From an optimization exercise on the open Yosys and OpenROAD flow, aimed at small area and a short achievable clock period; shortcuts taken in it are not production practice. RTL that was checked went through simulation tests only; none was proved equivalent to the original. No functional check of the RTL was part of run 2. The clock port is modelled as an ideal driver, which makes a skipped or thinned clock tree look cheaper than it is; a real chip needs a root buffer or a tree. Power figures rest on the tool's default switching activity, not on a simulated workload.

`flow/constraint.sdc`:
```
create_clock -name core_clock -period 10.0 [get_ports {i_clk}]
set_input_delay 2.0000 -clock core_clock [delete_from_list [all_inputs] [get_ports {i_clk}]]
set_output_delay 2.0000 -clock core_clock [all_outputs]
set_load 0.01 [all_outputs]
```
`flow/design.v`:
```
`timescale 1ns / 1ps
module FIR
#(
parameter data_in = 16,
parameter no_tap = 10
)
(
    input i_clk,
    input signed [data_in-1:0] i_serial_in ,
    input i_data_wr,
    output signed [2*data_in-1:0] o_data_out ,
    output o_data_rdy,
    input i_reset
    );
    reg [15:0] r [0:8];
    reg [15:0] hold;
    reg [25:0] acc;          
    reg        c1, c2, c3;
    reg [25:0] out;
    reg        rdy;
    reg        wr;           
    reg        ld;           
    reg  [3:0] lab;          
    reg  [3:0] k;            
    reg        e0;           
    reg        e1;           
    reg        repl;         
    reg        fls;          
    reg        zap;          
    reg sA256, sA16, sAh, sAl, sB4n, sBh, sB1;
    integer i;
    wire       wr_n  = !i_reset && i_data_wr && !wr;
    wire [3:0] lab_p = lab + 4'd1 + {3'd0, wr};
    wire [3:0] lab_n = (lab_p >= 4'd9) ? lab_p - 4'd9 : lab_p;
    wire [3:0] k_n   = wr ? 4'd1 : (k == 4'd11 ? 4'd11 : k + 4'd1);
    wire       e0_n  = e0 && !wr;
    wire       e1_n  = wr ? e0 : e1;
    wire       rd_n  = (k_n != 4'd0) && (k_n <= 4'd9);    
    wire       rr_n  = rd_n && !e1_n;                      
    wire [3:0] age_n = (lab_n == 4'd0) ? 4'd9 : lab_n;     
    always @(posedge i_clk) begin
        wr   <= wr_n;
        ld   <= wr_n && !e0;
        rdy  <= !i_reset && wr;
        lab  <= i_reset ? 4'd0 : lab_n;
        k    <= k_n;
        e0   <= i_reset || e0_n;
        e1   <= i_reset || e1_n;
        repl <= (lab_n == 4'd0) && (k_n >= 4'd2) && (k_n <= 4'd10);
        zap  <= e1_n && (lab_n != 4'd0);
        fls  <= (k_n == 4'd10) && !wr_n;
        sA256<= rr_n && (age_n == 4'd3 || age_n == 4'd5 || age_n == 4'd9);
        sB4n <= rr_n && (age_n == 4'd3 || age_n == 4'd4 || age_n == 4'd5 ||
                         age_n == 4'd6 || age_n == 4'd9);
        sA16 <= rr_n && (age_n == 4'd4 || age_n == 4'd6);
        sB1  <= rr_n && (age_n == 4'd7);
        sAl  <= rr_n && (age_n == 4'd2 || age_n == 4'd8);
        sAh  <= rd_n && !e0_n && (age_n == 4'd1);
        sBh  <= rd_n && !e0_n && (age_n == 4'd1);
    end
    always @(posedge i_clk) begin
        r[0] <= repl ? hold : (zap ? 16'd0 : r[8]);
        for (i = 1; i < 9; i = i + 1) r[i] <= r[i-1];
        if (wr) hold <= i_serial_in;
    end
    wire [15:0] x  = r[8];
    wire [15:0] fx = {~x[15], x[14:0]};                
    wire [15:0] gx = {x[15], ~x[14:0]};                
    wire [15:0] fl = {~r[7][15], r[7][14:0]};
    wire [15:0] fh = {~hold[15], hold[14:0]};
    wire [25:0] laneA = (sA256 ? {2'd0, fx, 8'd0}  : 26'd0)
                      | (sA16  ? {6'd0, fx, 4'd0}  : 26'd0)
                      | (sAh   ? {7'd0, fh, 3'd0}  : 26'd0)
                      | (sAl   ? {10'd0, fl}       : 26'd0);
    wire [25:0] laneB = (sB4n  ? {8'd0, gx, 2'd0}  : 26'd0)
                      | (sBh   ? {9'd0, fh, 1'd0}  : 26'd0)
                      | (sB1   ? {10'd0, fx}       : 26'd0);
    wire [25:0] cinit = e0 ? 26'h3fb0000 : 26'h25f8014;
    wire [25:0] a0 = wr ? cinit : acc;
    wire [25:0] ps = a0 ^ laneA ^ laneB;
    wire [25:0] pc = {(a0[24:0] & laneA[24:0]) | (a0[24:0] & laneB[24:0]) | (laneA[24:0] & laneB[24:0]), 1'b0};
    wire        f  = fls;
    wire        d1 = f && c1 && (&acc[12:7]);
    wire        t2 = c2 && d1;                                    
    wire        d2 = f && (t2 ? (&acc[18:14]) : ((c2 || d1) && (&acc[18:13])));
    wire        t3 = c3 && d2;
    wire [7:0]  s0 = {1'b0, ps[6:0]} + {1'b0, pc[6:0]};
    wire [7:0]  s1 = {1'b0, ps[12:7], 1'b1} + {1'b0, pc[12:7], c1};
    wire [7:0]  s2 = {1'b0, ps[18:13], 1'b1} + {1'b0, pc[18:15], pc[14] | t2, pc[13], c2 ^ d1};
    wire [7:0]  s3 = {ps[25:19], 1'b1} + {pc[25:21], pc[20] | t3, pc[19], c3 ^ d2};
    always @(posedge i_clk) begin
        acc <= {s3[7:1], s2[6:1], s1[6:1], s0[6:0]};
        c1  <= s0[7] && !wr_n;
        c2  <= s1[7] && !fls && !wr_n;
        c3  <= s2[7] && !fls && !wr_n;
        if (i_reset) out <= 26'd0;
        else if (ld) out <= acc;
    end
    assign o_data_rdy = rdy;
    assign o_data_out = {{6{out[25]}}, out};
endmodule
```
`flow/config.mk`:
```
export PLATFORM = sky130hd
export DESIGN_NAME = FIR
export DESIGN_NICKNAME = FIR
export VERILOG_FILES = /design/flow/design.v
export SDC_FILE = /design/flow/constraint.sdc
export NUM_CORES = 4
export LEC_CHECK = 0
export CAP_MARGIN = 20
export CORE_MARGIN = 2
export CORE_UTILIZATION = 65
export PLACE_DENSITY = 0.75
export SLEW_MARGIN = 20
```
`flow/standard.sh`:
```
#!/bin/bash
# synth_recipe.tcl (not shown) runs the flow's synth.tcl, then flattens the netlist and writes it again
# the make line also repeats each setting of config.mk as NAME=value (left out here)
make -C /OpenROAD-flow-scripts/flow DESIGN_CONFIG=/design/flow/config.mk WORK_HOME=/design/flow/orfs CLKGATE_MAP_FILE= SYNTH_SCRIPT=/design/flow/synth_recipe.tcl "${@:-finish}"
```
`flow/flow/run.sh`:
```
#!/bin/bash
# The standard layout (standard.sh: ORFS from synthesis to the routed
# layout, with the standard synthesis unchanged), with these changes to how
# the layout is made:
#  - repair_timing is asked to leave 7 ns of setup slack instead of 0, so it
#    keeps sizing the critical paths below the 10 ns clock;
#  - the port buffers that buffer_ports inserts are buf_2;
#  - clock tree synthesis uses a buf_16 root and clkbuf_16 leaves in clusters of up to 25 registers,
#    inserts no dummy loads, and (flow/pre_cts.tcl) drives the leaf buffers
#    straight from the root buffer, without the H-tree level between them.
# Each tool's full output goes to ORFS's logs under orfs/logs; make's own
# output goes to make_finish.log in this folder.
set -euo pipefail
bash standard.sh SETUP_SLACK_MARGIN=7 \
  "BUFFER_PORTS_ARGS=-buffer_cell sky130_fd_sc_hd__buf_2" \
  "CTS_ARGS=-sink_clustering_enable -repair_clock_nets -dont_use_dummy_load -buf_list sky130_fd_sc_hd__clkbuf_16 -root_buf sky130_fd_sc_hd__buf_16 -sink_clustering_size 25 -sink_clustering_max_diameter 70" \
  "PRE_CTS_TCL=$PWD/flow/pre_cts.tcl" \
  finish > make_finish.log 2>&1
```
`flow/flow/pre_cts.tcl`:
```
# Wraps clock_tree_synthesis. TritonCTS builds a root buffer, one or more
# H-tree levels and leaf buffers; this connects the leaf buffers straight to
# the root buffer's output and deletes the H-tree level buffers, so every
# register's clock passes through the same two buffers (root, leaf) and the
# whole tree has less delay. No register's clock is delayed.
rename clock_tree_synthesis my_cts_orig
proc clock_tree_synthesis {args} {
  my_cts_orig {*}$args
  set block [ord::get_db_block]
  set removed 0
  foreach inst [$block getInsts] {
    set name [$inst getName]
    if {![regexp {^clkbuf_[1-9][0-9]*_[0-9]+__f_} $name]} continue
    set in_net [[$inst findITerm A] getNet]
    set out_net [[$inst findITerm X] getNet]
    foreach it [$out_net getITerms] {
      if {[$it getInst] != $inst} { $it disconnect; $it connect $in_net }
    }
    odb::dbInst_destroy $inst
    odb::dbNet_destroy $out_net
    incr removed
  }
  puts "pre_cts.tcl: removed $removed H-tree level clock buffers"
}
```
==> impl_table.tex, run 1 <==
\begin{tabular}{lr}
\hline
Metric & Value \\
\hline
\multicolumn{2}{l}{\textbf{Outcome}} \\
Outcome & timing/DRC/antenna clean \\
\multicolumn{2}{l}{\textbf{Floorplan}} \\
I/O pin cnt & between 50 and 60 \\
Std-Cell Rows & between 40 and 50 \\
Area inside the core boundary & 13140 µm² \\
Effective utilization at floorplan & 0.6582 \\
Die area & approximately 14000 µm² \\
Die Span X & 119.3 µm \\
Vert. Die Dim & roughly 120 µm \\
\multicolumn{2}{l}{\textbf{Timing}} \\
Share of the clock period used by the worst path after layout & 0.2891 \\
Total negative slack for setup checks & 0 ns \\
Final max-slew violation count & 0 \\
Timing-limited maximum frequency & between 300 and 400 MHz \\
Worst rel slew slack & 0.3221 \\
Post-Route Skew & around 0.034 ns \\
Total count of hold-check failures in the final report & 0 \\
Post-route worst hold slack & 0.3109 ns \\
Transition time at the pin with the least slew margin & a little over 1 ns \\
RSZ-0062 raised after global routing & yes \\
Final critical delay including setup and external delays & roughly 2.9 ns \\
Total setup violations reported at the end of the flow & 0 \\
\multicolumn{2}{l}{\textbf{Critical path}} \\
Category of the worst setup path launch point & flip-flop \\
Maximum fanout count along the critical path & 8 \\
Cell Chain, Critical Path & buf\_2 \\
Combined buffer and inverter count along the critical path & 1 \\
Worst Path Arrival & a little under 0.9 ns \\
Critical path's slowest cell & dfxtp\_2 \\
Internal reg-to-reg setup slack & $\sim$7 ns \\
Top Family by Delay on Critical Path & flip-flops \\
Setup CP Type & flip-flop to output port \\
Peak per-stage delay on the critical path & approximately 0.37 ns \\
Sort of element at the end of the critical path & output port \\
Worst endpoint required time & around 8.0 ns \\
\multicolumn{2}{l}{\textbf{Synthesis}} \\
Count of flip-flops with a built-in enable after synthesis & 16 \\
Post-Syn Area & a little under 9000 µm² \\
Per-instance average area after synthesis & about 11 µm² \\
Fraction of registers with async set or reset after synthesis & 0 \\
Synthesized instance count & 767 \\
Number of distinct library cells after synthesis & a little over 60 \\
Sequential area share after synthesis & 0.5672 \\
Number of synthesized register bits & about 240 \\
Synthesis Warnings & 2 \\
Net Count, Synth & approximately 850 \\
Top FF cell, synth & dfxtp\_1 \\
\multicolumn{2}{l}{\textbf{Routing}} \\
Drt initial violations & 507 \\
DR WL/cell & $\sim$18 µm \\
Pre-antenna DRT Iters & 7 \\
Via count & 5503 \\
Final ANT Viol Nets & 0 \\
Vias per cell & around 5.6 \\
Post-detailed-routing wire length & roughly 17000 µm \\
Drc violations & 0 \\
\multicolumn{2}{l}{\textbf{Cells and area}} \\
Leading cell type in the layout, fill and taps excluded & dfxtp\_1 \\
Post-synthesis to final-layout area growth & 8.334\% \\
Fraction of final layout cells with drive strength greater than 1 & 0.1316 \\
\# diodes & 0 \\
Commonest cells after routing, fill and taps aside & dfxtp\_1, inv\_1, nor2\_1 \\
Post-route cell area & $\sim$9400 µm² \\
Number of nets in the layout & approximately 880 \\
\multicolumn{2}{l}{\textbf{Place}} \\
Post-Place Cell Area & 8962 µm² \\
Port buffer count & slightly above 50 \\
RD Place Congestion & just over 0.9 \\
DP Wirelength & $\sim$12000 µm \\
\multicolumn{2}{l}{\textbf{Clock network}} \\
CTS sink count & between 200 and 250 \\
Clk pin slew, worst setup/hold paths & roughly 0.090 ns \\
Skew-Pair Late Insertion Delay & about 0.38 ns \\
Number of buffers inserted by hold repair at cts & 0 \\
\multicolumn{2}{l}{\textbf{Pwr}} \\
Net Sw Frac & 0.3101 \\
Total leakage power & approximately 4 nW \\
Power Dens Cells & approximately 260 nW/µm² \\
Fraction of power consumed by sequential logic & 0.562 \\
Comb pwr share & 0.237 \\
Clock network fraction of total power & 0.202 \\
Switch Pwr & about 750 µW \\
Peak supply drop & roughly 0.19 mV \\
Internal power component & between 1.5 and 2 mW \\
\multicolumn{2}{l}{\textbf{Global routing}} \\
Number of antenna violations at the first check in global routing & 0 \\
Total congestion overflow after global routing & 0 \\
Vias in the first global route & roughly 5500 \\
Global-route wire length before repair & around 28000 µm \\
Overall global routing resource usage & 0.2588 \\
Maximum number of pins on one net before global-route repair & 35 \\
\multicolumn{2}{l}{\textbf{Flow run}} \\
\# Max-Cap Violations & 0 \\
\multicolumn{2}{l}{\textbf{Min path}} \\
Worst min path class & flip-flop to flip-flop \\
\hline
\end{tabular}
## cells in the mapped netlist (2+ instances only)
| cell | count | area share |
|---|---|---|
| a21oi_1 | 26 | 0.015 |
| a21boi_0 | 2 | 0.0017 |
| o21ai_0 | 27 | 0.016 |
| mux2i_1 | 28 | 0.032 |
| o31ai_1 | 9 | 0.0078 |
| nand4_1 | 4 | 0.0029 |
| ha_1 | 38 | 0.055 |
| o211ai_1 | 2 | 0.0017 |
| nor2b_1 | 17 | 0.012 |
| clkbuf_1 | 25 | 0.011 |
| nor3_1 | 9 | 0.0052 |
| fa_1 | 22 | 0.051 |
| a221oi_1 | 2 | 0.0020 |
| and2_1 | 6 | 0.0043 |
| nand3b_1 | 3 | 0.0026 |
| inv_1 | 59 | 0.026 |
| o21a_1 | 7 | 0.0061 |
| and3_1 | 2 | 0.0014 |
| nand2_1 | 42 | 0.018 |
| a222oi_1 | 11 | 0.013 |
| nand3_1 | 3 | 0.0017 |
| buf_4 | 8 | 0.0069 |
| nor2_1 | 51 | 0.022 |
| buf_1 | 2 | 0.00087 |
| a22o_1 | 5 | 0.0051 |
| a21o_1 | 9 | 0.0078 |
| or2_2 | 7 | 0.0051 |
| buf_2 | 2 | 0.0012 |
| edfxtp_1 | 16 | 0.056 |
| nand2b_1 | 19 | 0.014 |
| o211a_1 | 2 | 0.0023 |
| a22oi_1 | 17 | 0.015 |
| xnor2_2 | 2 | 0.0038 |
| xnor2_1 | 20 | 0.020 |
| dfxtp_1 | 221 | 0.51 |
| o22ai_1 | 4 | 0.0029 |
| xor2_1 | 7 | 0.0071 |
| o21bai_1 | 8 | 0.0069 |
## metal layers
layer  wire length (µm)  part of all wire  track usage  up-vias
met1               7534              0.43       0.3389     2589
li1                   -                 -            -     2653
met4                399             0.023      0.09412        0
met2               8404              0.48       0.4296      228
met3               1101             0.063      0.05077       33
met5                  0                 0            0        -
## repair_timing
action	4_1_cts	5_1_grt
resized for setup	6	17
gates cloned	0	0
setup endpoints to repair	20	20
hold endpoints to repair	0	0
buffers inserted	3	1
pin swaps	0	1
## flip-flops by register name (all words and copies together) (netlist names), 4 cells and up
register	flops
hold	16
lab	4
out	26
k	4
r	144
acc	26
## final timing paths
path                   startpoint  cells after the start                to
min reg2reg      r[2][15]$_DFF_P_                      0  r[3][15]$_DFF_P_
max reg2reg        acc[9]$_DFF_P_                     14   acc[25]$_DFF_P_
max          out[25]$_SDFFE_PP0P_                      1    o_data_out[29]
min              r[2][15]$_DFF_P_                      0  r[3][15]$_DFF_P_
## layout make-up
cell class / count / area, µm²
Tap cell: 176 / 220.2
Multi-Input combinational cell: 433 / 3378
Inverter: 60 / 230.2
Sequential cell: 237 / 4925
Timing Repair Buffer: 56 / 311.5
Fill cell: 951 / 3770
Clock buffer: 12 / 302.8
## per-stage QoR
stage,total power [mW],worst slack [ns],cells,utilization
finish,2.429,7.109,974,0.7130
global route,2.568,6.981,974,0.7130
CTS,2.431,7.009,973,0.7100
detailed placement,1.930,6.340,958,0.6822
global placement,1.898,6.543,958,0.6822
floorplan,1.761,7.029,767,-
## kinds of logic (layout without fill, tap and decap cells)
kind of cell / Yosys count / after routing / synth area share
adder cells (fa/ha/maj): 60 / 60 / 0.1059
buffers and inverters: 97 / 128 / 0.04587
AND/OR/NAND/NOR: 172 / 172 / 0.09796
multiplexers: 29 / 29 / 0.03415
flip-flops: 237 / 237 / 0.5672
AO/OA/AOI/OAI: 143 / 143 / 0.1178
XOR/XNOR: 29 / 29 / 0.03111
## power by group through the flow
stage               registers, mW  logic, mW  clock network (mW)
floorplan                    1.29      0.475                   0
global placement             1.37      0.528                   0
detailed placement           1.38      0.549                   0
CTS                          1.36      0.563               0.506
global route                 1.39      0.648               0.531
finish                       1.36      0.575               0.490
==> run 2: changes to the inputs <==
--- a/flow/design.v
+++ b/flow/design.v
@@ -79,10 +79,11 @@
     wire [25:0] a0 = wr ? cinit : acc;
     wire [25:0] ps = a0 ^ laneA ^ laneB;
     wire [25:0] pc = {(a0[24:0] & laneA[24:0]) | (a0[24:0] & laneB[24:0]) | (laneA[24:0] & laneB[24:0]), 1'b0};
-    wire        f  = fls;
-    wire        d1 = f && c1 && (&acc[12:7]);
+    wire        b1 = &acc[12:7];
+    wire        a2 = &acc[18:14];
+    wire        d1 = fls && c1 && b1;
     wire        t2 = c2 && d1;                                    
-    wire        d2 = f && (t2 ? (&acc[18:14]) : ((c2 || d1) && (&acc[18:13])));
+    wire        d2 = fls && a2 && ((acc[13] && (c2 || (c1 && b1))) || (c2 && c1 && b1));
     wire        t3 = c3 && d2;
     wire [7:0]  s0 = {1'b0, ps[6:0]} + {1'b0, pc[6:0]};
     wire [7:0]  s1 = {1'b0, ps[12:7], 1'b1} + {1'b0, pc[12:7], c1};
==> run 2 against run 1 <==
Sequential power barely moved; core utilization is 0.12 points higher; combinational power down 2%; highest routed layer unchanged; count of clock-buffer cells in the layout unchanged; clock skew shrank 0.015 ns; area after synthesis decreased by 0.14%; global-route usage shrank 1.4 points; first-iteration DRC count shrank 0.59%; still clean; synthesized cell count did not move; sequential cell count unchanged; clock power decreased by 0.8%; register-to-register slack about the same.
==> impl_table.tex, run 2 <==
\begin{tabular}{lr}
\hline
Metric & Value \\
\hline
\multicolumn{2}{l}{\textbf{Outcome}} \\
Outcome & timing/DRC/antenna clean (unchanged) \\
\multicolumn{2}{l}{\textbf{Timing}} \\
Total count of hold-check failures in the final report & 0 (unchanged) \\
Post-Route Skew & 0.01876 ns (was 0.03380 ns) \\
Final critical delay including setup and external delays & 2.902 ns (was 2.891 ns) \\
Total setup violations reported at the end of the flow & 0 (unchanged) \\
Post-route worst hold slack & 0.3226 ns (was 0.3109 ns) \\
Total negative slack for setup checks & 0 ns (unchanged) \\
RSZ-0062 raised after global routing & yes (unchanged) \\
Timing-limited maximum frequency & 344.6 MHz (was 345.9 MHz) \\
Worst rel slew slack & 0.4967 (was 0.3221) \\
Final max-slew violation count & 0 (unchanged) \\
Share of the clock period used by the worst path after layout & 0.2902 (was 0.2891) \\
Transition time at the pin with the least slew margin & 0.7526 ns (was 1.015 ns) \\
\multicolumn{2}{l}{\textbf{Critical path}} \\
Reg-to-Reg End & sB4n\$\_DFF\_P\_ (was acc[25]\$\_DFF\_P\_) \\
Cell Chain, Critical Path & buf\_2 (unchanged) \\
Worst setup path start & out[25]\$\_SDFFE\_PP0P\_ (unchanged) \\
Setup CP Type & flip-flop to output port (unchanged) \\
Number of cells traversed by the worst register-to-register path & 10 (was 14) \\
Origin of the critical flop-to-flop path & wr\$\_DFF\_P\_ (was acc[9]\$\_DFF\_P\_) \\
Worst Path Arrival & 0.90 ns (was 0.89 ns) \\
Sort of element at the end of the critical path & output port (unchanged) \\
Critical path's slowest cell & dfxtp\_2 (unchanged) \\
Top Family by Delay on Critical Path & flip-flops (unchanged) \\
WP depth & 1 (unchanged) \\
Peak per-stage delay on the critical path & 0.38 ns (was 0.37 ns) \\
Category of the worst setup path launch point & flip-flop (unchanged) \\
Maximum fanout count along the critical path & 8 (unchanged) \\
Internal reg-to-reg setup slack & 7.13 ns (was 7.12 ns) \\
Worst endpoint required time & 8.00 ns (about the same) \\
Combined buffer and inverter count along the critical path & 1 (unchanged) \\
Worst Setup EP & o\_data\_out[29] (unchanged) \\
\multicolumn{2}{l}{\textbf{Clock network}} \\
Clk pin slew, worst setup/hold paths & 0.09 ns (about the same) \\
Skew-Pair Late Insertion Delay & 0.37 ns (was 0.38 ns) \\
CTS sink count & 237 (unchanged) \\
\multicolumn{2}{l}{\textbf{Global routing}} \\
Global-route wire length before repair & 26680 µm (was 28140 µm) \\
Number of antenna violations at the first check in global routing & 0 (unchanged) \\
Overall global routing resource usage & 0.2452 (was 0.2588) \\
Vias in the first global route & 5456 (was 5495) \\
Total congestion overflow after global routing & 0 (unchanged) \\
Maximum number of pins on one net before global-route repair & 35 (unchanged) \\
\multicolumn{2}{l}{\textbf{Synthesis}} \\
Synth area leader & dfxtp\_1 (unchanged) \\
Number of distinct library cells after synthesis & 61 (unchanged) \\
Dominant cell by count in the synthesized netlist & dfxtp\_1 (unchanged) \\
Post-Syn Area & 8635 µm² (was 8647 µm²) \\
Top FF cell, synth & dfxtp\_1 (unchanged) \\
Sequential area share after synthesis & 0.5680 (was 0.5672) \\
Post-synth top area share & 0.5124 (was 0.5116) \\
Number of synthesized register bits & 237 (unchanged) \\
Synthesis Warnings & 2 (unchanged) \\
Count of flip-flops with a built-in enable after synthesis & 16 (unchanged) \\
Ranking of synthesized cells by area & dfxtp\_1, edfxtp\_1, ha\_1 (unchanged) \\
Synthesized instance count & 767 (unchanged) \\
Most frequent cells after synthesis & dfxtp\_1, inv\_1, nor2\_1 (unchanged) \\
Per-instance average area after synthesis & 11.26 µm² (was 11.27 µm²) \\
Net Count, Synth & 845 (was 846) \\
Fraction of registers with async set or reset after synthesis & 0 (unchanged) \\
\multicolumn{2}{l}{\textbf{Floorplan}} \\
Vert. Die Dim & 119.3 µm (about the same) \\
Area inside the core boundary & 13090 µm² (was 13140 µm²) \\
Die area & 14220 µm² (was 14240 µm²) \\
Effective utilization at floorplan & 0.6599 (was 0.6582) \\
Std-Cell Rows & 42 (unchanged) \\
I/O pin cnt & 52 (unchanged) \\
Die Span X & 119.3 µm (about the same) \\
\multicolumn{2}{l}{\textbf{Min path}} \\
Worst min path class & flip-flop to flip-flop (unchanged) \\
\multicolumn{2}{l}{\textbf{Cells and area}} \\
Commonest cells after routing, fill and taps aside & dfxtp\_1, inv\_1, nor2\_1, buf\_2, nand2\_1 (was dfxtp\_1, inv\_1, nor2\_1) \\
Leading cell type in the layout, fill and taps excluded & dfxtp\_1 (unchanged) \\
Number of nets in the layout & 877 (was 879) \\
Largest registers ranked by flip-flop count & r x144, acc x26, out x26 (unchanged) \\
Largest Register & r (unchanged) \\
Flip-flop count of the largest register after layout & 144 (unchanged) \\
Post-synthesis to final-layout area growth & 8.245\% (was 8.334\%) \\
Fraction of final layout cells with drive strength greater than 1 & 0.1255 (was 0.1316) \\
\# diodes & 0 (unchanged) \\
Layout filler cell count & 947 (was 951) \\
\multicolumn{2}{l}{\textbf{Place}} \\
RD Place Congestion & 0.8396 (was 0.9085) \\
Port buffer count & 51 (unchanged) \\
DP Wirelength & 11640 µm (was 11940 µm) \\
\multicolumn{2}{l}{\textbf{Pwr}} \\
Power Dens Cells & 257.9 nW/µm² (was 259.3 nW/µm²) \\
Peak supply drop & 0.1816 mV (was 0.1897 mV) \\
Total leakage power & 3.987 nW (was 4.019 nW) \\
\multicolumn{2}{l}{\textbf{Routing}} \\
Drc violations & 0 (unchanged) \\
Vias per cell & 5.630 (was 5.650) \\
Post-detailed-routing wire length & 16810 µm (was 17440 µm) \\
DR WL/cell & 17.28 µm (was 17.90 µm) \\
Drt initial violations & 504 (was 507) \\
Via count & 5478 (was 5503) \\
Pre-antenna DRT Iters & 8 (was 7) \\
Final ANT Viol Nets & 0 (unchanged) \\
\multicolumn{2}{l}{\textbf{Flow run}} \\
\# Max-Cap Violations & 0 (unchanged) \\
\hline
\end{tabular}
==> run 2: how the worst min path moves through the flow <==
stage          slack [ns]              from  depth (start not counted)                to
6_report             0.32  r[2][14]$_DFF_P_                          0  r[3][14]$_DFF_P_
5_1_grt              0.33  r[2][14]$_DFF_P_                          0  r[3][14]$_DFF_P_
4_1_cts              0.32  r[2][14]$_DFF_P_                          0  r[3][14]$_DFF_P_
3_5_place_dp         0.31   r[0][3]$_DFF_P_                          0   r[1][3]$_DFF_P_
3_3_place_gp         0.31   r[3][9]$_DFF_P_                          0   r[4][9]$_DFF_P_
2_1_floorplan        0.31   r[0][0]$_DFF_P_                          0   r[1][0]$_DFF_P_
==> run 2: power breakdown <==
| group | leakage, nW | total [mW] | switching [mW] | internal, mW |
|---|---|---|---|---|
| clock | 0.148 | 0.486 | 0.267 | 0.218 |
| combinational | 1.88 | 0.563 | 0.302 | 0.261 |
| sequential | 1.96 | 1.36 | 0.168 | 1.19 |
| total | 3.99 | 2.41 | 0.738 | 1.67 |
==> run 2: kinds of logic after synthesis <==
group,synth area share
simple gates,0.1007
flops,0.5680
xor+xnor,0.03116
mux,0.03420
buf+inv,0.04420
compound gates,0.1171
fa+ha+maj,0.1046
==> run 2: area by class of cell <==
class / count / area, µm² / area share
Sequential cell: 237 / 4921 / 0.5265
Tap cell: 176 / 220.2 / 0.02356
Clock buffer: 12 / 302.8 / 0.03240
Multi-Input combinational cell: 437 / 3381 / 0.3617
Timing Repair Buffer: 56 / 309.0 / 0.03307
Inverter: 55 / 212.7 / 0.02276
==> run 2: stage by stage <==
stage / power (mW) / instances / setup slack (ns) / area [µm²] / utilization
5_1_grt: 2.547 / 973 / 6.971 / 9346 / 0.7143
3_5_place_dp: 1.923 / 957 / 5.955 / 8945 / 0.6836
2_1_floorplan: 1.758 / 767 / 7.004 / 8637 / -
3_3_place_gp: 1.894 / 957 / 6.227 / 8945 / 0.6836
4_1_cts: 2.415 / 971 / 6.994 / 9295 / 0.7104
6_report: 2.410 / 973 / 7.098 / 9346 / 0.7143
==> run 2: per-layer routing <==
metal	vias up	wire length, µm	track usage
met5	-	0	0
met4	0	543	0.1250
met3	44	777	0.04646
met2	180	8316	0.4048
met1	2617	7171	0.3079
li1	2637	-	-
==> run 2: what timing repair did <==
action | CTS | global route
endpoints found under the hold margin | 0 | 0
buffers inserted | 2 | 2
endpoints found under the setup margin | 28 | 16
hold buffers | 0 | 0
resized for setup | 5 | 13
==> run 3: changes to the inputs <==
--- a/flow/design.v
+++ b/flow/design.v
@@ -30,8 +30,10 @@
     reg sA256, sA16, sAh, sAl, sB4n, sBh, sB1;
     integer i;
     wire       wr_n  = !i_reset && i_data_wr && !wr;
-    wire [3:0] lab_p = lab + 4'd1 + {3'd0, wr};
-    wire [3:0] lab_n = (lab_p >= 4'd9) ? lab_p - 4'd9 : lab_p;
+    wire       wrq   = i_data_wr && !wr;                   
+    wire [3:0] lab1  = (lab == 4'd8) ? 4'd0 : lab + 4'd1;
+    wire [3:0] lab2  = (lab == 4'd7) ? 4'd0 : (lab == 4'd8) ? 4'd1 : lab + 4'd2;
+    wire [3:0] lab_n = wr ? lab2 : lab1;
     wire [3:0] k_n   = wr ? 4'd1 : (k == 4'd11 ? 4'd11 : k + 4'd1);
     wire       e0_n  = e0 && !wr;
     wire       e1_n  = wr ? e0 : e1;
@@ -48,7 +50,7 @@
         e1   <= i_reset || e1_n;
         repl <= (lab_n == 4'd0) && (k_n >= 4'd2) && (k_n <= 4'd10);
         zap  <= e1_n && (lab_n != 4'd0);
-        fls  <= (k_n == 4'd10) && !wr_n;
+        fls  <= (k_n == 4'd10) && !wrq;
         sA256<= rr_n && (age_n == 4'd3 || age_n == 4'd5 || age_n == 4'd9);
         sB4n <= rr_n && (age_n == 4'd3 || age_n == 4'd4 || age_n == 4'd5 ||
                          age_n == 4'd6 || age_n == 4'd9);
@@ -91,9 +93,9 @@
     wire [7:0]  s3 = {ps[25:19], 1'b1} + {pc[25:21], pc[20] | t3, pc[19], c3 ^ d2};
     always @(posedge i_clk) begin
         acc <= {s3[7:1], s2[6:1], s1[6:1], s0[6:0]};
-        c1  <= s0[7] && !wr_n;
-        c2  <= s1[7] && !fls && !wr_n;
-        c3  <= s2[7] && !fls && !wr_n;
+        c1  <= s0[7] && !wrq;
+        c2  <= s1[7] && !fls && !wrq;
+        c3  <= s2[7] && !fls && !wrq;
         if (i_reset) out <= 26'd0;
         else if (ld) out <= acc;
     end
==> run 3 against run 2 <==
Sequential share of layout area up 1.7 points; power decreased by 3.1%; sequential power down 5%; cell count decreased by 4.7%; still clean on timing, DRC and antenna; worst setup slack lost 0.0072 ns; via count shrank 6.3%; hold slack got worse by 0.0044 ns; combinational power decreased by 0.9%; count of clock-buffer cells in the layout unchanged; final area down 3.2%; die area shrank 2.9%; clock skew rose by 0.0058 ns.
==> impl_table.tex, run 3 <==
\begin{tabular}{lr}
\hline
Metric & Value \\
\hline
\multicolumn{2}{l}{\textbf{Outcome}} \\
Outcome & timing/DRC/antenna clean (unchanged) \\
\multicolumn{2}{l}{\textbf{Synthesis}} \\
Sequential area share after synthesis & 0.5856 (was 0.5680) \\
Most frequent cells after synthesis & dfxtp\_1, nor2\_1, inv\_1 (was dfxtp\_1, inv\_1, nor2\_1) \\
Ranking of synthesized cells by area & dfxtp\_1, edfxtp\_1, ha\_1 (unchanged) \\
Top FF cell, synth & dfxtp\_1 (unchanged) \\
Number of synthesized register bits & 237 (unchanged) \\
Largest family of logic cells by synthesized area & compound AO/OA/AOI/OAI gates (unchanged) \\
Synth area leader & dfxtp\_1 (unchanged) \\
Count of flip-flops with a built-in enable after synthesis & 16 (unchanged) \\
Per-instance average area after synthesis & 11.58 µm² (was 11.26 µm²) \\
Synthesized instance count & 723 (was 767) \\
Post-Syn Area & 8376 µm² (was 8635 µm²) \\
Net Count, Synth & 800 (was 845) \\
Fraction of registers with async set or reset after synthesis & 0 (unchanged) \\
Dominant cell by count in the synthesized netlist & dfxtp\_1 (unchanged) \\
Number of distinct library cells after synthesis & 62 (was 61) \\
Arithmetic-cell share of the synthesized area counting full adders, half adders and majority gates & 0.1064 (was 0.1046) \\
Xor/xnor cell area share of the yosys netlist & 0.02196 (was 0.03115) \\
Synthesis Warnings & 2 (unchanged) \\
Simple-gate share of the synthesized area & 0.1019 (was 0.1007) \\
Post-synth top area share & 0.5282 (was 0.5124) \\
Post-synthesis compound-gate area fraction & 0.1095 (was 0.1171) \\
Mux cell area share after synthesis & 0.03376 (was 0.03420) \\
\multicolumn{2}{l}{\textbf{Floorplan}} \\
Vert. Die Dim & 117.5 µm (was 119.3 µm) \\
I/O pin cnt & 52 (unchanged) \\
Area inside the core boundary & 12620 µm² (was 13090 µm²) \\
Std-Cell Rows & 41 (was 42) \\
Die area & 13810 µm² (was 14220 µm²) \\
Die Span X & 117.5 µm (was 119.3 µm) \\
Effective utilization at floorplan & 0.6637 (was 0.6599) \\
\multicolumn{2}{l}{\textbf{Pwr}} \\
Peak supply drop & 0.1941 mV (was 0.1816 mV) \\
Total leakage power & 3.847 nW (was 3.987 nW) \\
Power after layout & 2.336 mW (was 2.410 mW) \\
Power Dens Cells & 258.2 nW/µm² (was 257.9 nW/µm²) \\
\multicolumn{2}{l}{\textbf{Clock network}} \\
CTS sink count & 237 (unchanged) \\
Skew-Pair Late Insertion Delay & 0.38 ns (was 0.37 ns) \\
Clk pin slew, worst setup/hold paths & 0.09 ns (about the same) \\
\multicolumn{2}{l}{\textbf{Cells and area}} \\
Number of nets in the layout & 834 (was 877) \\
Commonest cells after routing, fill and taps aside & dfxtp\_1, buf\_2, nor2\_1 (was dfxtp\_1, inv\_1, nor2\_1, buf\_2, nand2\_1) \\
Flip-flop count of the largest register after layout & 144 (unchanged) \\
Post-synthesis to final-layout area growth & 8.022\% (was 8.245\%) \\
Largest Register & r (unchanged) \\
Largest registers ranked by flip-flop count & r x144, acc x26, out x26 (unchanged) \\
Non-filler instance count after layout & 927 (was 973) \\
Fraction of final layout cells with drive strength greater than 1 & 0.1298 (was 0.1255) \\
Leading cell type in the layout, fill and taps excluded & dfxtp\_1 (unchanged) \\
Layout filler cell count & 892 (was 947) \\
\# diodes & 0 (unchanged) \\
\multicolumn{2}{l}{\textbf{Critical path}} \\
Worst Path Arrival & 0.91 ns (was 0.90 ns) \\
Category of the worst setup path launch point & flip-flop (unchanged) \\
Worst endpoint required time & 8.00 ns (about the same) \\
Maximum fanout count along the critical path & 8 (unchanged) \\
Cell Chain, Critical Path & buf\_2 (unchanged) \\
Setup CP Type & flip-flop to output port (unchanged) \\
Critical path's slowest cell & dfxtp\_2 (unchanged) \\
Peak per-stage delay on the critical path & 0.38 ns (about the same) \\
Top Family by Delay on Critical Path & flip-flops (unchanged) \\
Sort of element at the end of the critical path & output port (unchanged) \\
Combined buffer and inverter count along the critical path & 1 (unchanged) \\
\multicolumn{2}{l}{\textbf{Global routing}} \\
Vias in the first global route & 5043 (was 5456) \\
Overall global routing resource usage & 0.2383 (was 0.2452) \\
Most Crowded Layer GR & met2 (unchanged) \\
Grt met2 use & 0.3615 (was 0.4048) \\
Total congestion overflow after global routing & 0 (unchanged) \\
Global-route wire length before repair & 25670 µm (was 26680 µm) \\
Maximum number of pins on one net before global-route repair & 49 (was 35) \\
Number of antenna violations at the first check in global routing & 0 (unchanged) \\
Met1 usage & 0.3367 (was 0.3079) \\
M3 GR Usage & 0.05184 (was 0.04646) \\
\multicolumn{2}{l}{\textbf{Routing}} \\
Via count & 5135 (was 5478) \\
DR WL/cell & 16.82 µm (was 17.28 µm) \\
Drc violations & 0 (unchanged) \\
Vias per cell & 5.539 (was 5.630) \\
Final ANT Viol Nets & 0 (unchanged) \\
Drt initial violations & 653 (was 504) \\
Pre-antenna DRT Iters & 6 (was 8) \\
Post-detailed-routing wire length & 15590 µm (was 16810 µm) \\
\multicolumn{2}{l}{\textbf{Timing}} \\
Worst rel slew slack & 0.3739 (was 0.4967) \\
Total setup violations reported at the end of the flow & 0 (unchanged) \\
Post-Route Skew & 0.02457 ns (was 0.01876 ns) \\
Timing-limited maximum frequency & 343.8 MHz (was 344.6 MHz) \\
Share of the clock period used by the worst path after layout & 0.2909 (was 0.2902) \\
Post-route worst hold slack & 0.3182 ns (was 0.3226 ns) \\
Total negative slack for setup checks & 0 ns (unchanged) \\
Final max-slew violation count & 0 (unchanged) \\
Transition time at the pin with the least slew margin & 0.9379 ns (was 0.7526 ns) \\
RSZ-0062 raised after global routing & yes (unchanged) \\
Total count of hold-check failures in the final report & 0 (unchanged) \\
Final critical delay including setup and external delays & 2.909 ns (was 2.902 ns) \\
\multicolumn{2}{l}{\textbf{Min path}} \\
Worst min path class & flip-flop to flip-flop (unchanged) \\
\multicolumn{2}{l}{\textbf{Place}} \\
RD Place Congestion & 0.8790 (was 0.8396) \\
DP Wirelength & 11380 µm (was 11640 µm) \\
Placed cells & 915 (was 957) \\
Port buffer count & 51 (unchanged) \\
\multicolumn{2}{l}{\textbf{Flow run}} \\
\# Max-Cap Violations & 0 (unchanged) \\
\hline
\end{tabular}
run 3: final cells by class:
| cell class | instances | area [µm²] | area share |
|---|---|---|---|
| repair buffers | 53 | 282.8 | 0.03125 |
| flip-flops and latches | 237 | 4916 | 0.5434 |
| well taps | 172 | 215.2 | 0.02379 |
| multi-input cells | 404 | 3142 | 0.3473 |
| inverters | 49 | 188.9 | 0.02088 |
| clock buffers | 12 | 302.8 | 0.03347 |
run 3: final timing paths:
kind,depth (start not counted),startpoint,endpoint,slack (ns)
worst min-delay path,0,r[4][2]$_DFF_P_,r[5][2]$_DFF_P_,0.32
worst max register to register,12,wr$_DFF_P_,c2$_DFF_P_,7.16
worst max-delay path,1,out[25]$_SDFFE_PP0P_,o_data_out[25],7.09
worst min register to register,0,r[4][2]$_DFF_P_,r[5][2]$_DFF_P_,0.32
run 3: kinds of logic (layout without fill, tap and decap cells):
family | Yosys count | count (layout)
fa+ha+maj | 58 | 58
mux | 27 | 27
simple gates | 170 | 170
xor+xnor | 21 | 21
buf+inv | 82 | 114
compound gates | 128 | 128
flops | 237 | 237
run 3: routing by layer:
metal	wire, µm	up-vias
li1	-	2496
met1	7376	2413
met2	6848	198
met3	997	28
met4	369	0
met5	0	-
run 3: per-stage QoR:
stage / setup slack (ns) / util / instance area [µm²]
after floorplan: 7.020 / - / 8379
after global placement: 6.901 / 0.6897 / 8703
after detailed placement: 6.835 / 0.6897 / 8703
after CTS: 6.962 / 0.7144 / 9015
after global routing: 6.987 / 0.7169 / 9047
final: 7.091 / 0.7169 / 9047
run 3: repair_timing:
action / 4_1_cts / 5_1_grt
setup endpoints to repair: 17 / 9
setup buffers: 0 / 0
resized for setup: 4 / 13
hold buffers: 0 / 0
endpoints found under the hold margin: 0 / 0
run 3: where the power goes:
group	switching, mW	total, mW	leakage, nW	internal [mW]
Combinational	0.299	0.558	1.74	0.259
Sequential	0.131	1.29	1.96	1.16
Clock	0.266	0.484	0.148	0.218
==> run 4: changes to the inputs <==
==> flow/flow/run.sh (replaced) <==
#!/bin/bash
# The standard layout (standard.sh: ORFS from synthesis to the routed
# layout, with the standard synthesis unchanged), with these changes to how
# the layout is made:
#  - repair_timing is asked to leave 7 ns of setup slack instead of 0, so it
#    keeps sizing the critical paths below the 10 ns clock;
#  - the port buffers that buffer_ports inserts are buf_2;
#  - clock tree synthesis uses a buf_16 root and buf_12 leaves in clusters of up to 30 registers,
#    inserts no dummy loads, and (flow/pre_cts.tcl) drives the leaf buffers
#    straight from the root buffer, without the H-tree level between them.
# Each tool's full output goes to ORFS's logs under orfs/logs; make's own
# output goes to make_finish.log in this folder.
set -euo pipefail
bash standard.sh SETUP_SLACK_MARGIN=7 \
  "BUFFER_PORTS_ARGS=-buffer_cell sky130_fd_sc_hd__buf_2" \
  "CTS_ARGS=-sink_clustering_enable -repair_clock_nets -dont_use_dummy_load -buf_list sky130_fd_sc_hd__buf_12 -root_buf sky130_fd_sc_hd__buf_16 -sink_clustering_size 30 -sink_clustering_max_diameter 80" \
  "PRE_CTS_TCL=$PWD/flow/pre_cts.tcl" \
  finish > make_finish.log 2>&1
==> run 4 against run 3 <==
Via count barely moved; final area decreased by 1.2%; still clean; die area is the same; clock skew increased by 0.0042 ns; count of clock-buffer cells in the layout shrank 2; worst setup slack worse by 0.0083 ns; power shrank 2.5%.
==> impl_table.tex, run 4 <==
\begin{tabular}{lr}
\hline
Metric & Value \\
\hline
\multicolumn{2}{l}{\textbf{Outcome}} \\
Outcome & timing/DRC/antenna clean (unchanged) \\
\multicolumn{2}{l}{\textbf{Timing}} \\
Total setup violations reported at the end of the flow & 0 (unchanged) \\
Final max-slew violation count & 0 (unchanged) \\
Timing-limited maximum frequency & 342.8 MHz (was 343.8 MHz) \\
Post-route worst hold slack & 0.2995 ns (was 0.3182 ns) \\
Post-Route Skew & 0.02878 ns (was 0.02457 ns) \\
Transition time at the pin with the least slew margin & 0.9752 ns (was 0.9379 ns) \\
Share of the clock period used by the worst path after layout & 0.2917 (was 0.2909) \\
Total negative slack for setup checks & 0 ns (unchanged) \\
RSZ-0062 raised after global routing & no (was yes) \\
Total count of hold-check failures in the final report & 0 (unchanged) \\
Final critical delay including setup and external delays & 2.917 ns (was 2.909 ns) \\
Worst rel slew slack & 0.3490 (was 0.3739) \\
\multicolumn{2}{l}{\textbf{Floorplan}} \\
Vert. Die Dim & 117.5 µm (unchanged) \\
Std-Cell Rows & 41 (unchanged) \\
Die Span X & 117.5 µm (unchanged) \\
I/O pin cnt & 52 (unchanged) \\
Die area & 13810 µm² (unchanged) \\
Effective utilization at floorplan & 0.6637 (unchanged) \\
Area inside the core boundary & 12620 µm² (unchanged) \\
\multicolumn{2}{l}{\textbf{Critical path}} \\
Combined buffer and inverter count along the critical path & 1 (unchanged) \\
Setup CP Type & flip-flop to output port (unchanged) \\
Worst endpoint required time & 8.00 ns (about the same) \\
Internal reg-to-reg setup slack & 7.14 ns (was 7.16 ns) \\
Critical path's slowest cell & dfxtp\_1 (was dfxtp\_2) \\
Top Family by Delay on Critical Path & flip-flops (unchanged) \\
Worst Path Arrival & 0.92 ns (was 0.91 ns) \\
Sort of element at the end of the critical path & output port (unchanged) \\
Maximum fanout count along the critical path & 8 (unchanged) \\
Peak per-stage delay on the critical path & 0.42 ns (was 0.38 ns) \\
Category of the worst setup path launch point & flip-flop (unchanged) \\
Cell Chain, Critical Path & buf\_2 (unchanged) \\
\multicolumn{2}{l}{\textbf{Synthesis}} \\
Top FF cell, synth & dfxtp\_1 (unchanged) \\
Per-instance average area after synthesis & 11.58 µm² (unchanged) \\
Fraction of registers with async set or reset after synthesis & 0 (unchanged) \\
Ranking of synthesized cells by area & dfxtp\_1, edfxtp\_1, ha\_1 (unchanged) \\
Synth area leader & dfxtp\_1 (unchanged) \\
Synthesized instance count & 723 (unchanged) \\
Count of flip-flops with a built-in enable after synthesis & 16 (unchanged) \\
Dominant cell by count in the synthesized netlist & dfxtp\_1 (unchanged) \\
Synthesis Warnings & 2 (unchanged) \\
Number of distinct library cells after synthesis & 62 (unchanged) \\
Most frequent cells after synthesis & dfxtp\_1, nor2\_1, inv\_1 (unchanged) \\
Net Count, Synth & 800 (unchanged) \\
Sequential area share after synthesis & 0.5856 (unchanged) \\
Post-Syn Area & 8376 µm² (unchanged) \\
Post-synth top area share & 0.5282 (unchanged) \\
Number of synthesized register bits & 237 (unchanged) \\
\multicolumn{2}{l}{\textbf{Place}} \\
Post-Place Cell Area & 8703 µm² (unchanged) \\
RD Place Congestion & 0.8790 (unchanged) \\
Port buffer count & 51 (unchanged) \\
DP Wirelength & 11380 µm (unchanged) \\
\multicolumn{2}{l}{\textbf{Cells and area}} \\
Util after Layout & 0.7084 (was 0.7169) \\
\# diodes & 0 (unchanged) \\
Fraction of final layout cells with drive strength greater than 1 & 0.1222 (was 0.1298) \\
Layout filler cell count & 903 (was 892) \\
Largest Register & r (unchanged) \\
Area of the multi-input gates & 3131 µm² (was 3142 µm²) \\
Flip-flop count of the largest register after layout & 144 (unchanged) \\
FF+latch area & 4915 µm² (was 4916 µm²) \\
Commonest cells after routing, fill and taps aside & dfxtp\_1, buf\_2, nor2\_1 (unchanged) \\
Number of nets in the layout & 832 (was 834) \\
Post-route cell area & 8940 µm² (was 9047 µm²) \\
Largest registers ranked by flip-flop count & r x144, acc x26, out x26 (unchanged) \\
Leading cell type in the layout, fill and taps excluded & dfxtp\_1 (unchanged) \\
Post-synthesis to final-layout area growth & 6.737\% (was 8.022\%) \\
\multicolumn{2}{l}{\textbf{Routing}} \\
Drt initial violations & 655 (was 653) \\
Post-detailed-routing wire length & 15630 µm (was 15590 µm) \\
Pre-antenna DRT Iters & 8 (was 6) \\
Via count & 5132 (was 5135) \\
Drc violations & 0 (unchanged) \\
Vias per cell & 5.548 (was 5.539) \\
DR WL/cell & 16.89 µm (was 16.82 µm) \\
Final ANT Viol Nets & 0 (unchanged) \\
\multicolumn{2}{l}{\textbf{Global routing}} \\
Number of antenna violations at the first check in global routing & 0 (unchanged) \\
Overall global routing resource usage & 0.2382 (was 0.2383) \\
Total congestion overflow after global routing & 0 (unchanged) \\
Global-route wire length before repair & 25710 µm (was 25670 µm) \\
Maximum number of pins on one net before global-route repair & 49 (unchanged) \\
Vias in the first global route & 5028 (was 5043) \\
\multicolumn{2}{l}{\textbf{Clock network}} \\
Total setup buffers inserted after CTS & 0 (unchanged) \\
Skew-Pair Late Insertion Delay & 0.36 ns (was 0.38 ns) \\
Number of buffers inserted by hold repair at cts & 0 (unchanged) \\
CTS sink count & 237 (unchanged) \\
Clk pin slew, worst setup/hold paths & 0.11 ns (was 0.09 ns) \\
\multicolumn{2}{l}{\textbf{Pwr}} \\
Peak supply drop & 0.2188 mV (was 0.1941 mV) \\
Total leakage power & 3.794 nW (was 3.847 nW) \\
Power Dens Cells & 254.8 nW/µm² (was 258.2 nW/µm²) \\
\multicolumn{2}{l}{\textbf{Flow run}} \\
\# Max-Cap Violations & 0 (unchanged) \\
\multicolumn{2}{l}{\textbf{Min path}} \\
Worst min path class & flip-flop to flip-flop (unchanged) \\
\hline
\end{tabular}
==> run 4: repair_timing <==
action | CTS | global route
setup endpoints to repair | 9 | 9
endpoints found under the hold margin | 0 | 0
gates resized for setup | 3 | 10
==> run 4: path summary, 6_finish.rpt <==
| path | start | endpoint | cells past startpoint |
|---|---|---|---|
| worst max-delay path | out[25]$_SDFFE_PP0P_ | o_data_out[25] | 1 |
| worst min-delay path | r[5][4]$_DFF_P_ | r[6][4]$_DFF_P_ | 0 |
| worst max register to register | r[8][5]$_DFF_P_ | c2$_DFF_P_ | 11 |
| worst min register to register | r[5][4]$_DFF_P_ | r[6][4]$_DFF_P_ | 0 |
==> run 4: power breakdown <==
| part | total [mW] | switching, mW | internal, mW |
|---|---|---|---|
| combinational | 0.554 | 0.297 | 0.257 |
| clock | 0.428 | 0.265 | 0.163 |
| sequential | 1.30 | 0.133 | 1.16 |
| total | 2.28 | 0.694 | 1.58 |
==> run 4: per-layer routing <==
metal / global-route usage / vias up / wire length, µm
li1: - / 2487 / -
met1: 0.3397 / 2442 / 7472
met2: 0.3648 / 182 / 6943
met3: 0.04409 / 21 / 852
met4: 0.09111 / 0 / 357
met5: 0 / - / 0
==> run 4: metrics by stage <==
step	setup WS, ns	cells	power, mW
after floorplan	7.020	723	1.708
after global placement	6.901	915	1.837
after detailed placement	6.835	915	1.859
after CTS	7.026	925	2.285
after global routing	7.008	925	2.417
final	7.083	925	2.278
==> run 4: cell type report <==
cell class	instances	share of cell area
clock buffer	10	0.02323
inverter	49	0.02113
multi-input combinational	404	0.3502
sequential	237	0.5498
tap	172	0.02407
timing repair buffer	53	0.03163
==> run 4: cell families after synthesis <==
kind of cell / count (synthesis) / share of synthesized area
AO/OA/AOI/OAI: 128 / 0.1095
XOR/XNOR: 21 / 0.02196
adder cells (fa/ha/maj): 58 / 0.1064
buffers and inverters: 82 / 0.04093
flip-flops: 237 / 0.5856
multiplexers: 27 / 0.03376
AND/OR/NAND/NOR: 170 / 0.1019
==> run 5: changes to the inputs <==
==> flow/flow/run.sh (replaced) <==
#!/bin/bash
# The standard layout (standard.sh: ORFS from synthesis to the routed
# layout, with the standard synthesis unchanged), with these changes to how
# the layout is made:
#  - repair_timing is asked to leave 7.1 ns of setup slack instead of 0, so it
#    keeps sizing the critical paths below the 10 ns clock;
#  - the port buffers that buffer_ports inserts are buf_2;
#  - clock tree synthesis uses a buf_16 root and buf_12 leaves in clusters of up to 30 registers,
#    inserts no dummy loads, and (flow/pre_cts.tcl) drives the leaf buffers
#    straight from the root buffer, without the H-tree level between them.
# Each tool's full output goes to ORFS's logs under orfs/logs; make's own
# output goes to make_finish.log in this folder.
set -euo pipefail
bash standard.sh SETUP_SLACK_MARGIN=7.1 \
  "BUFFER_PORTS_ARGS=-buffer_cell sky130_fd_sc_hd__buf_2" \
  "CTS_ARGS=-sink_clustering_enable -repair_clock_nets -dont_use_dummy_load -buf_list sky130_fd_sc_hd__buf_12 -root_buf sky130_fd_sc_hd__buf_16 -sink_clustering_size 30 -sink_clustering_max_diameter 80" \
  "PRE_CTS_TCL=$PWD/flow/pre_cts.tcl" \
  finish > make_finish.log 2>&1
==> run 5 against run 4 <==
Still clean; critical path depth unchanged; area after synthesis unchanged; critical path type unchanged; register-to-register slack improved by 0.07 ns; non-clock buffer count increased by 2; worst setup slack improved by 0.069 ns; sequential cell count unchanged; global-route usage increased by 0.29 points; largest power group unchanged; hold slack improved by 0.017 ns; maximum frequency increased by 2.4%; cell count increased by 0.22%; synthesized cell count unchanged.
==> impl_table.tex, run 5 <==
\begin{tabular}{lr}
\hline
Metric & Value \\
\hline
\multicolumn{2}{l}{\textbf{Outcome}} \\
Outcome & timing/DRC/antenna clean (unchanged) \\
\multicolumn{2}{l}{\textbf{Cells and area}} \\
Flip-flop count of the largest register after layout & 144 (unchanged) \\
Fraction of final layout cells with drive strength greater than 1 & 0.1245 (was 0.1222) \\
Commonest cells after routing, fill and taps aside & dfxtp\_1, buf\_2, nor2\_1 (unchanged) \\
Util after Layout & 0.7094 (was 0.7084) \\
Largest Register & r (unchanged) \\
Largest registers ranked by flip-flop count & r x144, acc x26, out x26 (unchanged) \\
Leading cell type in the layout, fill and taps excluded & dfxtp\_1 (unchanged) \\
Post-synthesis to final-layout area growth & 6.887\% (was 6.737\%) \\
Number of nets in the layout & 834 (was 832) \\
\# diodes & 0 (unchanged) \\
\multicolumn{2}{l}{\textbf{Timing}} \\
Total setup violations reported at the end of the flow & 0 (unchanged) \\
Worst rel slew slack & 0.3257 (was 0.3490) \\
Post-route worst hold slack & 0.3169 ns (was 0.2995 ns) \\
Post-Route Skew & 0.03631 ns (was 0.02878 ns) \\
Share of the clock period used by the worst path after layout & 0.2848 (was 0.2917) \\
Final max-slew violation count & 0 (unchanged) \\
RSZ-0062 raised after global routing & yes (was no) \\
Final critical delay including setup and external delays & 2.848 ns (was 2.917 ns) \\
Transition time at the pin with the least slew margin & 1.010 ns (was 0.9752 ns) \\
Total negative slack for setup checks & 0 ns (unchanged) \\
Total count of hold-check failures in the final report & 0 (unchanged) \\
Timing-limited maximum frequency & 351.1 MHz (was 342.8 MHz) \\
\multicolumn{2}{l}{\textbf{Routing}} \\
DR WL/cell & 17.26 µm (was 16.89 µm) \\
Pre-antenna DRT Iters & 9 (was 8) \\
Post-detailed-routing wire length & 16000 µm (was 15630 µm) \\
Via count & 5135 (was 5132) \\
Drc violations & 0 (unchanged) \\
Final ANT Viol Nets & 0 (unchanged) \\
Vias per cell & 5.539 (was 5.548) \\
Drt initial violations & 667 (was 655) \\
\multicolumn{2}{l}{\textbf{Critical path}} \\
Reg-to-Reg End & acc[18]\$\_DFF\_P\_ (was c2\$\_DFF\_P\_) \\
Sort of element at the end of the critical path & output port (unchanged) \\
Critical path's slowest cell & dfxtp\_1 (unchanged) \\
Peak per-stage delay on the critical path & 0.35 ns (was 0.42 ns) \\
Cell Chain, Critical Path & buf\_2 (unchanged) \\
Worst Path Arrival & 0.85 ns (was 0.92 ns) \\
Worst setup path start & out[14]\$\_SDFFE\_PP0P\_ (was out[25]\$\_SDFFE\_PP0P\_) \\
Worst Setup EP & o\_data\_out[14] (was o\_data\_out[25]) \\
Category of the worst setup path launch point & flip-flop (unchanged) \\
Internal reg-to-reg setup slack & 7.21 ns (was 7.14 ns) \\
Number of cells traversed by the worst register-to-register path & 10 (was 11) \\
Setup CP Type & flip-flop to output port (unchanged) \\
Origin of the critical flop-to-flop path & sAl\$\_DFF\_P\_ (was r[8][5]\$\_DFF\_P\_) \\
Top Family by Delay on Critical Path & flip-flops (unchanged) \\
Combined buffer and inverter count along the critical path & 1 (unchanged) \\
WP depth & 1 (unchanged) \\
Worst endpoint required time & 8.00 ns (about the same) \\
Maximum fanout count along the critical path & 2 (was 8) \\
\multicolumn{2}{l}{\textbf{Global routing}} \\
Total congestion overflow after global routing & 0 (unchanged) \\
Number of antenna violations at the first check in global routing & 0 (unchanged) \\
Global-route wire length before repair & 25960 µm (was 25710 µm) \\
Vias in the first global route & 4944 (was 5028) \\
Maximum number of pins on one net before global-route repair & 36 (was 49) \\
Overall global routing resource usage & 0.2411 (was 0.2382) \\
\multicolumn{2}{l}{\textbf{Pwr}} \\
Peak supply drop & 0.2064 mV (was 0.2188 mV) \\
Total leakage power & 3.802 nW (was 3.794 nW) \\
Power after layout & 2.284 mW (was 2.278 mW) \\
Power Dens Cells & 255.1 nW/µm² (was 254.8 nW/µm²) \\
\multicolumn{2}{l}{\textbf{Synthesis}} \\
Synthesis Warnings & 2 (unchanged) \\
Fraction of registers with async set or reset after synthesis & 0 (unchanged) \\
Count of flip-flops with a built-in enable after synthesis & 16 (unchanged) \\
Dominant cell by count in the synthesized netlist & dfxtp\_1 (unchanged) \\
Number of synthesized register bits & 237 (unchanged) \\
Per-instance average area after synthesis & 11.58 µm² (unchanged) \\
Synthesized instance count & 723 (unchanged) \\
Most frequent cells after synthesis & dfxtp\_1, nor2\_1, inv\_1 (unchanged) \\
Ranking of synthesized cells by area & dfxtp\_1, edfxtp\_1, ha\_1 (unchanged) \\
Net Count, Synth & 800 (unchanged) \\
Top FF cell, synth & dfxtp\_1 (unchanged) \\
Post-synth top area share & 0.5282 (unchanged) \\
Post-Syn Area & 8376 µm² (unchanged) \\
Synth area leader & dfxtp\_1 (unchanged) \\
Sequential area share after synthesis & 0.5856 (unchanged) \\
Number of distinct library cells after synthesis & 62 (unchanged) \\
\multicolumn{2}{l}{\textbf{Clock network}} \\
Number of buffers inserted by hold repair at cts & 0 (unchanged) \\
Clk pin slew, worst setup/hold paths & 0.12 ns (was 0.11 ns) \\
CTS sink count & 237 (unchanged) \\
Skew-Pair Late Insertion Delay & 0.36 ns (about the same) \\
\multicolumn{2}{l}{\textbf{Min path}} \\
Worst min path class & flip-flop to flip-flop (unchanged) \\
\multicolumn{2}{l}{\textbf{Floorplan}} \\
Vert. Die Dim & 117.5 µm (unchanged) \\
Die area & 13810 µm² (unchanged) \\
Die Span X & 117.5 µm (unchanged) \\
Effective utilization at floorplan & 0.6637 (unchanged) \\
I/O pin cnt & 52 (unchanged) \\
Std-Cell Rows & 41 (unchanged) \\
Area inside the core boundary & 12620 µm² (unchanged) \\
\multicolumn{2}{l}{\textbf{Flow run}} \\
\# Max-Cap Violations & 0 (unchanged) \\
\multicolumn{2}{l}{\textbf{Place}} \\
RD Place Congestion & 0.8977 (was 0.8790) \\
DP Wirelength & 11650 µm (was 11380 µm) \\
Port buffer count & 51 (unchanged) \\
\hline
\end{tabular}
==> run 5: layer usage <==
metal | vias to the layer above | GRT usage | share of wire
met5 | - | 0 | 0
met2 | 165 | 0.3710 | 0.45
li1 | 2504 | - | -
met3 | 26 | 0.04360 | 0.054
met1 | 2440 | 0.3482 | 0.47
met4 | 0 | 0.08133 | 0.022
==> run 5: area by class of cell <==
cell class,count,area [µm²]
multi-input combinational,404,3128
inverter,49,183.9
clock buffer,10,207.7
fill,935,3667
sequential,237,4921
tap,172,215.2
timing repair buffer,55,296.5
==> run 5: through the flow <==
stage	worst slack, ns	cell area [µm²]	instances
after floorplan	7.087	8383	723
after global placement	6.905	8703	915
after detailed placement	6.853	8703	915
after CTS	7.041	8921	925
after global routing	7.014	8952	927
final	7.152	8952	927
==> run 5: worst min path at each step <==
stage	start	endpoint	slack, ns	cells past startpoint
after CTS	r[6][10]$_DFF_P_	r[7][10]$_DFF_P_	0.32	0
final	r[6][10]$_DFF_P_	r[7][10]$_DFF_P_	0.32	0
after global placement	r[4][7]$_DFF_P_	r[5][7]$_DFF_P_	0.31	0
after detailed placement	r[2][5]$_DFF_P_	r[3][5]$_DFF_P_	0.31	0
after global routing	r[6][1]$_DFF_P_	r[7][1]$_DFF_P_	0.33	0
after floorplan	r[0][0]$_DFF_P_	r[1][0]$_DFF_P_	0.31	0
==> run 5: report_power, final <==
part / total [mW] / internal [mW] / switching [mW]
sequential: 1.30 / 1.16 / 0.134
combinational: 0.558 / 0.258 / 0.300
clock: 0.429 / 0.163 / 0.266
==> run 5: cells by family after synthesis <==
kind of cell | count (synthesis) | synth area share
compound gates | 128 | 0.1095
xor+xnor | 21 | 0.02196
fa+ha+maj | 58 | 0.1064
buf+inv | 82 | 0.04093
flops | 237 | 0.5856
mux | 27 | 0.03376
simple gates | 170 | 0.1019
==> run 5: repair_timing <==
action,4_1_cts,5_1_grt
setup buffers,0,2
endpoints found under the hold margin,0,0
setup endpoints to repair,17,16
pin swaps,0,2
resized for setup,5,6
==> run 6: changes to the inputs <==
==> flow/flow/run.sh (replaced) <==
#!/bin/bash
# The standard layout (standard.sh: ORFS from synthesis to the routed
# layout, with the standard synthesis unchanged), with these changes to how
# the layout is made:
#  - repair_timing is asked to leave 7 ns of setup slack instead of 0, so it
#    keeps sizing the critical paths below the 10 ns clock;
#  - the port buffers that buffer_ports inserts are buf_2;
#  - clock tree synthesis uses a buf_16 root and buf_12 leaves in clusters of up to 25 registers,
#    inserts no dummy loads, and (flow/pre_cts.tcl) drives the leaf buffers
#    straight from the root buffer, without the H-tree level between them.
# Each tool's full output goes to ORFS's logs under orfs/logs; make's own
# output goes to make_finish.log in this folder.
set -euo pipefail
bash standard.sh SETUP_SLACK_MARGIN=7 \
  "BUFFER_PORTS_ARGS=-buffer_cell sky130_fd_sc_hd__buf_2" \
  "CTS_ARGS=-sink_clustering_enable -repair_clock_nets -dont_use_dummy_load -buf_list sky130_fd_sc_hd__buf_12 -root_buf sky130_fd_sc_hd__buf_16 -sink_clustering_size 25 -sink_clustering_max_diameter 70" \
  "PRE_CTS_TCL=$PWD/flow/pre_cts.tcl" \
  finish > make_finish.log 2>&1
==> run 6 against run 5 <==
Still clean on timing, DRC and antenna; maximum frequency decreased by 1.6%; sequential cell count unchanged; sequential power about the same; register-to-register slack got worse by 0.06 ns.
==> impl_table.tex, run 6 <==
\begin{tabular}{lr}
\hline
Metric & Value \\
\hline
\multicolumn{2}{l}{\textbf{Routing}} \\
Final ANT Viol Nets & 0 (unchanged) \\
Drc violations & 0 (unchanged) \\
Pre-antenna DRT Iters & 8 (was 9) \\
Vias per cell & 5.534 (was 5.539) \\
Drt initial violations & 804 (was 667) \\
DR WL/cell & 16.85 µm (was 17.26 µm) \\
Via count & 5130 (was 5135) \\
\multicolumn{2}{l}{\textbf{Critical path}} \\
Combined buffer and inverter count along the critical path & 1 (unchanged) \\
Peak per-stage delay on the critical path & 0.38 ns (was 0.35 ns) \\
Setup CP Type & flip-flop to output port (unchanged) \\
Top Family by Delay on Critical Path & flip-flops (unchanged) \\
Worst endpoint required time & 8.00 ns (about the same) \\
Maximum fanout count along the critical path & 8 (was 2) \\
\multicolumn{2}{l}{\textbf{Synthesis}} \\
Synthesized instance count & 723 (unchanged) \\
Per-instance average area after synthesis & 11.58 µm² (unchanged) \\
Post-Syn Area & 8376 µm² (unchanged) \\
Number of synthesized register bits & 237 (unchanged) \\
Synth area leader & dfxtp\_1 (unchanged) \\
Count of flip-flops with a built-in enable after synthesis & 16 (unchanged) \\
Ranking of synthesized cells by area & dfxtp\_1, edfxtp\_1, ha\_1 (unchanged) \\
Synthesis Warnings & 2 (unchanged) \\
Most frequent cells after synthesis & dfxtp\_1, nor2\_1, inv\_1 (unchanged) \\
Number of distinct library cells after synthesis & 62 (unchanged) \\
Net Count, Synth & 800 (unchanged) \\
Post-synth top area share & 0.5282 (unchanged) \\
\multicolumn{2}{l}{\textbf{Global routing}} \\
Total congestion overflow after global routing & 0 (unchanged) \\
Maximum number of pins on one net before global-route repair & 49 (was 36) \\
Global-route wire length before repair & 25700 µm (was 25960 µm) \\
Number of antenna violations at the first check in global routing & 0 (unchanged) \\
\multicolumn{2}{l}{\textbf{Cells and area}} \\
Fraction of final layout cells with drive strength greater than 1 & 0.1298 (was 0.1245) \\
\# diodes & 0 (unchanged) \\
Leading cell type in the layout, fill and taps excluded & dfxtp\_1 (unchanged) \\
Flip-flop count of the largest register after layout & 144 (unchanged) \\
Util after Layout & 0.7126 (was 0.7094) \\
Commonest cells after routing, fill and taps aside & dfxtp\_1, buf\_2, nor2\_1 (unchanged) \\
Post-route cell area & 8992 µm² (was 8952 µm²) \\
Post-synthesis to final-layout area growth & 7.365\% (was 6.887\%) \\
Number of nets in the layout & 834 (unchanged) \\
Largest Register & r (unchanged) \\
\multicolumn{2}{l}{\textbf{Timing}} \\
Timing-limited maximum frequency & 345.4 MHz (was 351.1 MHz) \\
Final critical delay including setup and external delays & 2.895 ns (was 2.848 ns) \\
Post-Route Skew & 0.02807 ns (was 0.03631 ns) \\
Total setup violations reported at the end of the flow & 0 (unchanged) \\
Total count of hold-check failures in the final report & 0 (unchanged) \\
RSZ-0062 raised after global routing & yes (unchanged) \\
Final max-slew violation count & 0 (unchanged) \\
Total negative slack for setup checks & 0 ns (unchanged) \\
\multicolumn{2}{l}{\textbf{Pwr}} \\
Power after layout & 2.316 mW (was 2.284 mW) \\
Switch Pwr & 700.4 µW (was 699.8 µW) \\
Fraction of power consumed by sequential logic & 0.560 (was 0.568) \\
Comb pwr share & 0.240 (was 0.244) \\
Net Sw Frac & 0.3024 (was 0.3064) \\
Internal power component & 1.616 mW (was 1.584 mW) \\
\multicolumn{2}{l}{\textbf{Floorplan}} \\
Die area & 13810 µm² (unchanged) \\
Die Span X & 117.5 µm (unchanged) \\
Std-Cell Rows & 41 (unchanged) \\
Area inside the core boundary & 12620 µm² (unchanged) \\
Vert. Die Dim & 117.5 µm (unchanged) \\
I/O pin cnt & 52 (unchanged) \\
Effective utilization at floorplan & 0.6637 (unchanged) \\
\multicolumn{2}{l}{\textbf{Place}} \\
DP Wirelength & 11380 µm (was 11650 µm) \\
Post-Place Cell Area & 8703 µm² (unchanged) \\
Port buffer count & 51 (unchanged) \\
RD Place Congestion & 0.8790 (was 0.8977) \\
\multicolumn{2}{l}{\textbf{Flow run}} \\
\# Max-Cap Violations & 0 (unchanged) \\
\multicolumn{2}{l}{\textbf{Outcome}} \\
Outcome & timing/DRC/antenna clean (unchanged) \\
\multicolumn{2}{l}{\textbf{Clock network}} \\
Total setup buffers inserted after CTS & 0 (unchanged) \\
Number of buffers inserted by hold repair at cts & 0 (unchanged) \\
Skew-Pair Late Insertion Delay & 0.37 ns (was 0.36 ns) \\
CTS sink count & 237 (unchanged) \\
Clk pin slew, worst setup/hold paths & 0.10 ns (was 0.12 ns) \\
\hline
\end{tabular}
run 6: power groups by stage:
stage | clock network, mW | registers [mW] | logic [mW]
after floorplan | 0 | 1.25 | 0.459
after CTS | 0.476 | 1.30 | 0.553
after global routing | 0.511 | 1.32 | 0.634
after detailed placement | 0 | 1.31 | 0.545
after global placement | 0 | 1.31 | 0.530
final | 0.463 | 1.30 | 0.557
run 6: final timing paths:
| kind | from | endpoint | slack (ns) | cells past startpoint |
|---|---|---|---|---|
| max | out[25]$_SDFFE_PP0P_ | o_data_out[25] | 7.10 | 1 |
| min | r[4][2]$_DFF_P_ | r[5][2]$_DFF_P_ | 0.32 | 0 |
| max reg2reg | r[8][5]$_DFF_P_ | c2$_DFF_P_ | 7.15 | 11 |
| min reg2reg | r[4][2]$_DFF_P_ | r[5][2]$_DFF_P_ | 0.32 | 0 |
run 6: stage by stage:
stage,setup WS (ns),hold slack (ns),std cells
after global routing,6.985,0.3219,927
after detailed placement,6.835,0.3121,915
after global placement,6.901,0.3101,915
final,7.105,0.3209,927
after CTS,6.957,0.3186,927
after floorplan,7.020,0.3096,723
run 6: cells by family (layout without fill, tap and decap cells):
logic type,after synthesis,count (layout),synth area share
buffers and inverters,82,114,0.04093
XOR/XNOR,21,21,0.02196
multiplexers,27,27,0.03376
AND/OR/NAND/NOR,170,170,0.1019
adder cells (fa/ha/maj),58,58,0.1064
flip-flops,237,237,0.5856
AO/OA/AOI/OAI,128,128,0.1095
run 6: cell type report:
type | count | area, µm²
clock buffers | 12 | 247.7
flip-flops and latches | 237 | 4916
inverters | 49 | 188.9
repair buffers | 53 | 282.8
well taps | 172 | 215.2
fillers | 897 | 3627
multi-input cells | 404 | 3142
run 6: what timing repair did:
item / CTS / global route
gates resized for setup: 3 / 14
endpoints found under the setup margin: 10 / 17
pin swaps: 0 / 0
run 6: per-layer routing:
layer  vias to the layer above  global-route usage  routed length, µm
li1                       2497                   -                  -
met1                      2424              0.3371               7364
met2                       183              0.3622               6902
met3                        26             0.06541                976
met4                         0             0.07982                381
met5                         -                   0                  0

Setup slack of run 6, layout unchanged: 7.105 ns with ideal ports, 7.057 ns with driving cells assumed (clock clkbuf_16, inputs buf_2), 7.134 ns with port delays also shifted by the 0.401 ns mid clock arrival.
